What follows belongs to an exercise in optimizing a design on an open flow for small area; a production flow would make more cautious choices.
Only simulation tests tie the RTL to the original design; equivalence was not proved.
No activity file was given, so power comes from the tool's default toggle rates.

Design system, start of the top module:
module system(
	input [1:0] SW,
	input KEY,
	input CLOCK_50,
	input rst,
	output LEDG,
	output [6:0] HEX0,
	output [6:0] HEX1,
	output [6:0] HEX2);
==> module clk_det, before the edit <==
module clk_det(
	input  [7:0] BPM,
	input        CLOCK_50,
	input        rst,
	input  [9:0] P,
	input  [1:0] mode,
	output reg   BEEP
	);
	localparam [21:0] N = 22'd3000000;
	reg [21:0] Gn, C;          
	reg [20:0] GUn;            
	reg  [7:0] rem;
	wire e1   = (P == 10'd513);
	wire cp   = (P == 10'd542);
	wire step = (P[8:5] == 4'b0000) & (P[4:0] >= 5'd8) & (P[4:0] <= 5'd29);
	wire w1   = step & P[9];                                  
	wire w2   = step & ~P[9];                                 
	wire hold = (P[9:5] == 5'b10000) & (P[4:1] != 4'd0);           
	wire top  = &BPM;
	wire up   = (mode == 2'b01);
	wire down = (mode == 2'b10);
	wire       nbit = N[5'd29 - P[4:0]];
	wire [8:0] rs   = {rem, nbit};
	wire [8:0] d    = {1'b0, BPM & {8{~(w2 & top)}}};
	wire [9:0] b;                     
	wire [8:0] df;
	assign b[0] = w2;
	genvar i;
	generate for (i = 0; i < 9; i = i + 1) begin : sub
		assign df[i]  = rs[i] ^ d[i] ^ b[i];
		assign b[i+1] = (~rs[i] & (d[i] | b[i])) | (d[i] & b[i]);
	end endgenerate
	wire q = ~b[9];
	wire [22:0] c;
	assign c[0] = 1'b1;
	generate for (i = 0; i < 22; i = i + 1) begin : cmp
		assign c[i+1] = (C[i] & Gn[i]) | ((C[i] | Gn[i]) & c[i]);
	end endgenerate
	wire beat = c[22] & ~(hold & down & ~top);
	wire [22:0] cc;
	assign cc[0] = 1'b1;
	generate for (i = 0; i < 22; i = i + 1) begin : inc
		assign cc[i+1] = cc[i] & C[i];
	end endgenerate
	wire [21:0] cn = C ^ cc[21:0];
	wire gload = (e1 & (mode[0] | (mode[1] & top))) | cp;
	wire [20:0] gx = (e1 & ~up) ? (mode[0] ? ~21'd25000 : ~21'd11764) : GUn;
	wire        bot = (BPM == 8'd1);
	always @(posedge CLOCK_50) begin
		if (step)
			rem <= q ? df[7:0] : rs[7:0];
		else
			rem <= 8'd0;
		GUn <= {GUn[19:0], step ? ~q : GUn[20]};
		if (rst)
			Gn[13] <= 1'b0;
		else if (gload)
			Gn <= {~bot, gx};
		if (rst) begin
			C    <= 22'h3fffff;
			BEEP <= 1'b0;
		end
		else if (beat) begin
			C    <= 22'd0;
			BEEP <= 1'b1;
		end
		else begin
			C <= cn;
			if ({C[9:5], C[3], C[0]} == 7'b1111111)
				BEEP <= 1'b0;
		end
	end
endmodule
Settings: LEC_CHECK=0, ABC_AREA=1, CAP_MARGIN=20, CORE_MARGIN=2, CORE_UTILIZATION=40, SLEW_MARGIN=20; clock period 100.0 ns.
standard.sh (not shown) runs the stock make flow with config.mk's settings and CLKGATE_MAP_FILE= SYNTH_SCRIPT=/design/flow/synth_recipe.tcl, a recipe that flattens the netlist after the stock synthesis.
==> flow/flow/run.sh <==
#!/bin/bash
# Own flow: the standard synthesis; then its combinational logic re-mapped
# for area by ABC with a few scripts (flip-flops untouched), each result
# checked to be fully mapped, to keep the standard flip-flops and to be
# equivalent to the standard netlist, and the smallest kept; then the
# standard layout with small port buffers and a lighter clock tree.
set -uo pipefail
W=$(pwd)
F=$W/flow
R=$W/orfs/results/$FLOW_PLATFORM/system/base
LIB=$FLOW_HOME/platforms/$FLOW_PLATFORM/lib/sky130_fd_sc_hd__tt_025C_1v80.lib
YOSYS=$(command -v yosys || echo "$FLOW_HOME/../tools/install/yosys/bin/yosys")

bash standard.sh synth > $W/log_1_standard_synth.txt 2>&1 || exit 1
cp $R/1_2_yosys.v $W/std_synth.v

FFRE='__(s?e?df|dl[xr]|dlclkp|sdlclkp)'
FFS=$(grep -oE '^\s*sky130_fd_sc_hd__[a-z0-9_]+' $W/std_synth.v | tr -d ' ' | sort -u | grep -E "$FFRE" | tr '\n' ' ')
ffs() { grep -E "^\s*sky130_fd_sc_hd__(s?e?df|dl[xr]|dlclkp|sdlclkp)" "$1" | awk '{print $1, $2}' | sort; }

remap() {  # remap NAME SCRIPT INPUT
  local n=$1
  REOPT_LIB=$LIB REOPT_FFS="$FFS" REOPT_DONT_USE="$(tr '\n' ' ' < $F/dont_use.txt)" \
  REOPT_IN=$3 REOPT_OUT=$W/reopt_$n.v REOPT_STAT=$W/reopt_$n.stat REOPT_SCRIPT=$F/abc_$2.script \
    timeout 1200 $YOSYS -c $F/reopt.tcl > $W/log_2_reopt_$n.txt 2>&1 || return 1
  [[ "$(ffs $W/std_synth.v)" == "$(ffs $W/reopt_$n.v)" ]] || { echo "flip-flops differ" >> $W/log_2_reopt_$n.txt; return 1; }
  EQ_LIB=$LIB EQ_GOLD=$W/std_synth.v EQ_GATE=$W/reopt_$n.v \
    timeout 1200 $YOSYS -c $F/eqv.tcl > $W/log_3_equiv_$n.txt 2>&1 || return 1
  grep 'Chip area' $W/reopt_$n.stat | awk '{print $NF}' > $W/reopt_$n.area
}
pick() {  # pick NAMES... -> sets best/barea
  for n in "$@"; do
    [[ -s $W/reopt_$n.area ]] || continue
    a=$(cat $W/reopt_$n.area)
    if [[ -z "$best" ]] || awk -v x="$a" -v y="$barea" 'BEGIN{exit !(x<y)}'; then best=$n; barea=$a; fi
  done
}
best=""; barea=""
# round 1 from the standard netlist, round 2 from round 1's smallest
for s in a c d1 d2 d3 d4 d5 d6; do remap 1$s $s $W/std_synth.v & done
wait
pick 1a 1c 1d1 1d2 1d3 1d4 1d5 1d6
if [[ -n "$best" ]]; then
  first=$best
  for s in a d1 d2 d3 d4 d5 d6 d7; do remap 2$s $s $W/reopt_$first.v & done
  wait
  pick 2a 2d1 2d2 2d3 2d4 2d5 2d6 2d7
fi
if [[ -n "$best" ]]; then
  cp $W/reopt_$best.v $R/1_2_yosys.v
  echo "re-mapped netlist $best used, area $barea" > $W/log_4_choice.txt
else
  echo "no re-mapped netlist passed; standard netlist kept" > $W/log_4_choice.txt
fi
touch $R/1_2_yosys.v

export BUFFER_PORTS_ARGS="-buffer_cell sky130_fd_sc_hd__buf_1"
export CTS_ARGS="-sink_clustering_enable -repair_clock_nets -dont_use_dummy_load -buf_list sky130_fd_sc_hd__clkbuf_8"
bash standard.sh > $W/log_5_standard_layout.txt 2>&1
Other scripts of this flow, unchanged in this note and not shown: flow/flow/abc_a.script, flow/flow/abc_c.script, flow/flow/abc_d1.script, flow/flow/abc_d2.script, flow/flow/abc_d3.script, flow/flow/abc_d4.script, flow/flow/abc_d5.script, flow/flow/abc_d6.script, flow/flow/abc_d7.script, flow/flow/dont_use.txt, flow/flow/eqv.tcl, flow/flow/reopt.tcl
Then changed:
--- a/flow/design.v
+++ b/flow/design.v
@@ -100,19 +100,18 @@
 	output reg   BEEP
 	);
 	localparam [21:0] N = 22'd3000000;
-	reg [21:0] Gn, C;          
-	reg [20:0] GUn;            
+	reg [21:0] G, GU, C;
 	reg  [7:0] rem;
 	wire e1   = (P == 10'd513);
-	wire cp   = (P == 10'd542);
-	wire step = (P[8:5] == 4'b0000) & (P[4:0] >= 5'd8) & (P[4:0] <= 5'd29);
+	wire cp   = (P == 10'd541);
+	wire step = (P[8:5] == 4'b0000) & (P[4:0] >= 5'd7) & (P[4:0] <= 5'd28);
 	wire w1   = step & P[9];                                  
 	wire w2   = step & ~P[9];                                 
 	wire hold = (P[9:5] == 5'b10000) & (P[4:1] != 4'd0);           
 	wire top  = &BPM;
 	wire up   = (mode == 2'b01);
 	wire down = (mode == 2'b10);
-	wire       nbit = N[5'd29 - P[4:0]];
+	wire       nbit = N[5'd28 - P[4:0]];
 	wire [8:0] rs   = {rem, nbit};
 	wire [8:0] d    = {1'b0, BPM & {8{~(w2 & top)}}};
 	wire [9:0] b;                     
@@ -127,7 +126,7 @@
 	wire [22:0] c;
 	assign c[0] = 1'b1;
 	generate for (i = 0; i < 22; i = i + 1) begin : cmp
-		assign c[i+1] = (C[i] & Gn[i]) | ((C[i] | Gn[i]) & c[i]);
+		assign c[i+1] = (C[i] & ~G[i]) | ((C[i] | ~G[i]) & c[i]);
 	end endgenerate
 	wire beat = c[22] & ~(hold & down & ~top);
 	wire [22:0] cc;
@@ -137,18 +136,17 @@
 	end endgenerate
 	wire [21:0] cn = C ^ cc[21:0];
 	wire gload = (e1 & (mode[0] | (mode[1] & top))) | cp;
-	wire [20:0] gx = (e1 & ~up) ? (mode[0] ? ~21'd25000 : ~21'd11764) : GUn;
-	wire        bot = (BPM == 8'd1);
+	wire [21:0] gx = (e1 & ~up) ? (mode[0] ? 22'd25000 : 22'd11764) : GU;
 	always @(posedge CLOCK_50) begin
 		if (step)
 			rem <= q ? df[7:0] : rs[7:0];
 		else
 			rem <= 8'd0;
-		GUn <= {GUn[19:0], step ? ~q : GUn[20]};
-		if (rst)
-			Gn[13] <= 1'b0;
+		GU <= {GU[20:0], step ? q : GU[21]};
+		if (rst)
+			G[13] <= 1'b1;
 		else if (gload)
-			Gn <= {~bot, gx};
+			G <= gx;
 		if (rst) begin
 			C    <= 22'h3fffff;
 			BEEP <= 1'b0;
Global-route usage barely changes.
Total power grows by 1.9%.
Wire length increases by 3.2%.
Maximum frequency falls by 0.78%.
Die area goes up by 1.3%.
First-iteration DRC count came out lower by 41%.
Via count rose by 1.5%.
Clock-buffer cell count stays the same.
Non-clock buffer count is lower by 4.

========
Setup of branch maple:
Another version of the RTL of system (not shown whole).
Size: roughly 500 cells after synthesis, roughly 4100 µm² of cells after synthesis.
==> module incrementer, before the edit <==
module incrementer(
	input CLOCK_50,
	input rst,
	input [1:0] SW,
	input KEY,
	input DB,
	input [9:0] P,
	output reg [7:0] BPM,
	output reg [1:0] mode
	);
	wire p511  = (P == 10'd511);
	wire p512  = (P == 10'd512);
	wire press = p512 & mode[0];
	always @(posedge CLOCK_50) begin
		if (p511)
			mode[0] <= KEY & ~DB;
		else if (p512)
			mode[0] <= mode[0] & (SW[1] | SW[0] | (BPM == 8'd1));
		if (p512)
			mode[1] <= mode[0] & (SW[1] | ~SW[0]);
	end
	wire       dn = ~SW[0];
	wire [7:0] a  = BPM ^ {8{dn}};
	wire [7:0] t;
	assign t[0] = 1'b1;
	genvar i;
	generate for (i = 1; i < 8; i = i + 1) begin : g
		assign t[i] = t[i-1] & a[i-1];
	end endgenerate
	wire [7:0] pm  = BPM ^ t;
	wire       top = &BPM;                      
	wire       bot = (BPM[7:1] == 7'd0);        
	always @(posedge CLOCK_50)
		if (rst)
			BPM <= 8'd121;
		else if (press) begin
			if (SW[1])
				BPM <= 8'd120;
			else if (~dn & top)
				BPM <= 8'd1;
			else if (dn & bot)
				BPM <= 8'd255;
			else
				BPM <= pm;
		end
endmodule
==> module clk_det, before the edit <==
module clk_det(
	input  [7:0] BPM,
	input        CLOCK_50,
	input        rst,
	input  [9:0] P,
	input  [1:0] mode,
	output reg   BEEP
	);
	localparam [21:0] N = 22'd3000000;
	reg [21:0] Gn, C;          
	reg [20:0] GUn;            
	reg  [7:0] rem;
	wire e1   = (P == 10'd513);
	wire cp   = (P == 10'd542);
	wire step = (P[8:5] == 4'b0000) & (P[4:0] >= 5'd8) & (P[4:0] <= 5'd29);
	wire w1   = step & P[9];                                  
	wire w2   = step & ~P[9];                                 
	wire hold = (P[9:5] == 5'b10000) & (P[4:1] != 4'd0);           
	wire top  = &BPM;
	wire down = (mode == 2'b10);
	wire       nbit = N[5'd29 - P[4:0]];
	wire [8:0] rs   = {rem, nbit};
	wire [8:0] d    = {1'b0, BPM & {8{~(w2 & top)}}};
	wire [9:0] b;                     
	wire [8:0] df;
	assign b[0] = w2;
	genvar i;
	generate for (i = 0; i < 9; i = i + 1) begin : sub
		assign df[i]  = rs[i] ^ d[i] ^ b[i];
		assign b[i+1] = (~rs[i] & (d[i] | b[i])) | (d[i] & b[i]);
	end endgenerate
	wire q = ~b[9];
	wire [22:0] c;
	assign c[0] = 1'b1;
	generate for (i = 0; i < 22; i = i + 1) begin : cmp
		assign c[i+1] = (C[i] & Gn[i]) | ((C[i] | Gn[i]) & c[i]);
	end endgenerate
	wire beat = c[22] & ~(hold & down);
	wire [22:0] cc;
	assign cc[0] = 1'b1;
	generate for (i = 0; i < 22; i = i + 1) begin : inc
		assign cc[i+1] = cc[i] & C[i];
	end endgenerate
	wire [21:0] cn = C ^ cc[21:0];
	wire gload = (e1 & mode[0]) | cp;
	wire [20:0] gx = (e1 & mode[1]) ? (top ? ~21'd11764 : ~21'd25000) : GUn;
	wire        bot = (BPM == 8'd1);
	always @(posedge CLOCK_50) begin
		if (step)
			rem <= q ? df[7:0] : rs[7:0];
		else
			rem <= 8'd0;
		GUn <= {GUn[19:0], step ? ~q : GUn[20]};
		if (rst)
			Gn[21:13] <= 9'h1fe;
		else if (gload)
			Gn <= {~bot, gx};
		if (rst) begin
			C    <= 22'h004000;
			BEEP <= 1'b0;
		end
		else if (beat) begin
			C    <= 22'd0;
			BEEP <= 1'b1;
		end
		else begin
			C <= cn;
			if ({C[9:5], C[3], C[0]} == 7'b1111111)
				BEEP <= 1'b0;
		end
	end
endmodule
export LEC_CHECK = 0
export ABC_AREA = 1
export CAP_MARGIN = 20
export CORE_MARGIN = 2
export CORE_UTILIZATION = 40
export SLEW_MARGIN = 20
create_clock -name core_clock -period 100.0 [get_ports {CLOCK_50}]
Scripts as last shown in full above: flow/flow/run.sh
Other scripts of this flow, unchanged in this note and not shown: flow/flow/abc_a.script, flow/flow/abc_c.script, flow/flow/abc_d1.script, flow/flow/abc_d2.script, flow/flow/abc_d3.script, flow/flow/abc_d4.script, flow/flow/abc_d5.script, flow/flow/abc_d6.script, flow/flow/abc_d7.script, flow/flow/dont_use.txt, flow/flow/eqv.tcl, flow/flow/reopt.tcl
What branch indigo does differently from branch maple at the input level:
==> flow/design.v, changed modules only <==
module incrementer(
	input CLOCK_50,
	input rst,
	input [1:0] SW,
	input KEY,
	input DB,
	input [9:0] P,
	output reg [7:0] BPM,
	output reg [1:0] mode
	);
	wire p511  = (P == 10'd511);
	wire p512  = (P == 10'd512);
	wire press = p512 & mode[0];
	always @(posedge CLOCK_50) begin
		if (p511)
			mode[0] <= KEY & ~DB;
		else if (p512)
			mode[0] <= mode[0] & (SW[1] | SW[0]);
		if (p512)
			mode[1] <= mode[0] & (SW[1] | ~SW[0]);
	end
	wire       dn = ~SW[0];
	wire [7:0] a  = BPM ^ {8{dn}};
	wire [7:0] t;
	assign t[0] = 1'b1;
	genvar i;
	generate for (i = 1; i < 8; i = i + 1) begin : g
		assign t[i] = t[i-1] & a[i-1];
	end endgenerate
	wire [7:0] pm  = BPM ^ t;
	wire       top = &BPM;                      
	wire       bot = (BPM[7:1] == 7'd0);        
	always @(posedge CLOCK_50)
		if (rst)
			BPM <= 8'd121;
		else if (press) begin
			if (SW[1])
				BPM <= 8'd120;
			else if (~dn & top)
				BPM <= 8'd1;
			else if (dn & bot)
				BPM <= 8'd255;
			else
				BPM <= pm;
		end
endmodule
module clk_det(
	input  [7:0] BPM,
	input        CLOCK_50,
	input        rst,
	input  [9:0] P,
	input  [1:0] mode,
	output reg   BEEP
	);
	localparam [21:0] N = 22'd3000000;
	reg [21:0] Gn, C;          
	reg [20:0] GUn;            
	reg  [7:0] rem;
	wire e1   = (P == 10'd513);
	wire cp   = (P == 10'd542);
	wire step = (P[8:5] == 4'b0000) & (P[4:0] >= 5'd8) & (P[4:0] <= 5'd29);
	wire w1   = step & P[9];                                  
	wire w2   = step & ~P[9];                                 
	wire hold = (P[9:5] == 5'b10000) & (P[4:1] != 4'd0);           
	wire top  = &BPM;
	wire up   = (mode == 2'b01);
	wire down = (mode == 2'b10);
	wire       nbit = N[5'd29 - P[4:0]];
	wire [8:0] rs   = {rem, nbit};
	wire [8:0] d    = {1'b0, BPM & {8{~(w2 & top)}}};
	wire [9:0] b;                     
	wire [8:0] df;
	assign b[0] = w2;
	genvar i;
	generate for (i = 0; i < 9; i = i + 1) begin : sub
		assign df[i]  = rs[i] ^ d[i] ^ b[i];
		assign b[i+1] = (~rs[i] & (d[i] | b[i])) | (d[i] & b[i]);
	end endgenerate
	wire q = ~b[9];
	wire [22:0] c;
	assign c[0] = 1'b1;
	generate for (i = 0; i < 22; i = i + 1) begin : cmp
		assign c[i+1] = (C[i] & Gn[i]) | ((C[i] | Gn[i]) & c[i]);
	end endgenerate
	wire beat = c[22] & ~(hold & down & ~top);
	wire [22:0] cc;
	assign cc[0] = 1'b1;
	generate for (i = 0; i < 22; i = i + 1) begin : inc
		assign cc[i+1] = cc[i] & C[i];
	end endgenerate
	wire [21:0] cn = C ^ cc[21:0];
	wire gload = (e1 & (mode[0] | (mode[1] & top))) | cp;
	wire [20:0] gx = (e1 & ~up) ? (mode[0] ? ~21'd25000 : ~21'd11764) : GUn;
	wire        bot = (BPM == 8'd1);
	always @(posedge CLOCK_50) begin
		if (step)
			rem <= q ? df[7:0] : rs[7:0];
		else
			rem <= 8'd0;
		GUn <= {GUn[19:0], step ? ~q : GUn[20]};
		if (rst)
			Gn[21:13] <= 9'h1fe;
		else if (gload)
			Gn <= {~bot, gx};
		if (rst) begin
			C    <= 22'h004000;
			BEEP <= 1'b0;
		end
		else if (beat) begin
			C    <= 22'd0;
			BEEP <= 1'b1;
		end
		else begin
			C <= cn;
			if ({C[9:5], C[3], C[0]} == 7'b1111111)
				BEEP <= 1'b0;
		end
	end
endmodule
## What came out
The lower final clock period utilization by the worst path of branch indigo and branch maple is in branch maple. Core util | branch indigo vs branch maple | branch indigo lower. On layout overhead on the synthesized area, the lower figure sits with branch indigo, not branch maple. Going from branch maple to branch indigo, multi-input logic area increased by about 1.9% relative to the old numbers; total wirelength of the detailed-routed design lost 1.4%. Diff branch maple -> branch indigo | met3 wirelength from detailed routing | increase of about 24%.

afterwards: timing with drivers on the ports:
The flow's constraints put no driver on any port. The routed layouts listed below were extracted and timed again, unchanged, in two steps. Step 1 assumes that a clkbuf_16 drives the clock port and a buf_2 every other input. Step 2 times the ports against the registers' clock, not the clock port: input delays grow and output delays shrink by t, the midpoint of the rising clock arrivals with the driver on. Three values: ideal ports, drivers, drivers and shift; two values: the first two.
| run | shift t [ns] | setup WS [ns] | slew at the worst register clock pin (ns) | worst slew at a driven data input, ns | cell pins on the clock port's net |
|---|---|---|---|---|---|
| the first run of note 1 | 0.378 | 76.228 / 76.198 / 76.576 | 0.09 / 0.09 | 0.03 | 1 |
| the second run of note 1 | 0.363 | 76.041 / 76.011 / 76.374 | 0.09 / 0.09 | 0.03 | 1 |
| branch maple | 0.373 | 75.829 / 75.798 / 76.171 | 0.10 / 0.10 | 0.04 | 1 |
| branch indigo | 0.388 | 75.493 / 75.460 / 75.848 | 0.09 / 0.09 | 0.03 | 1 |
After both steps setup and hold are still met in every run listed.
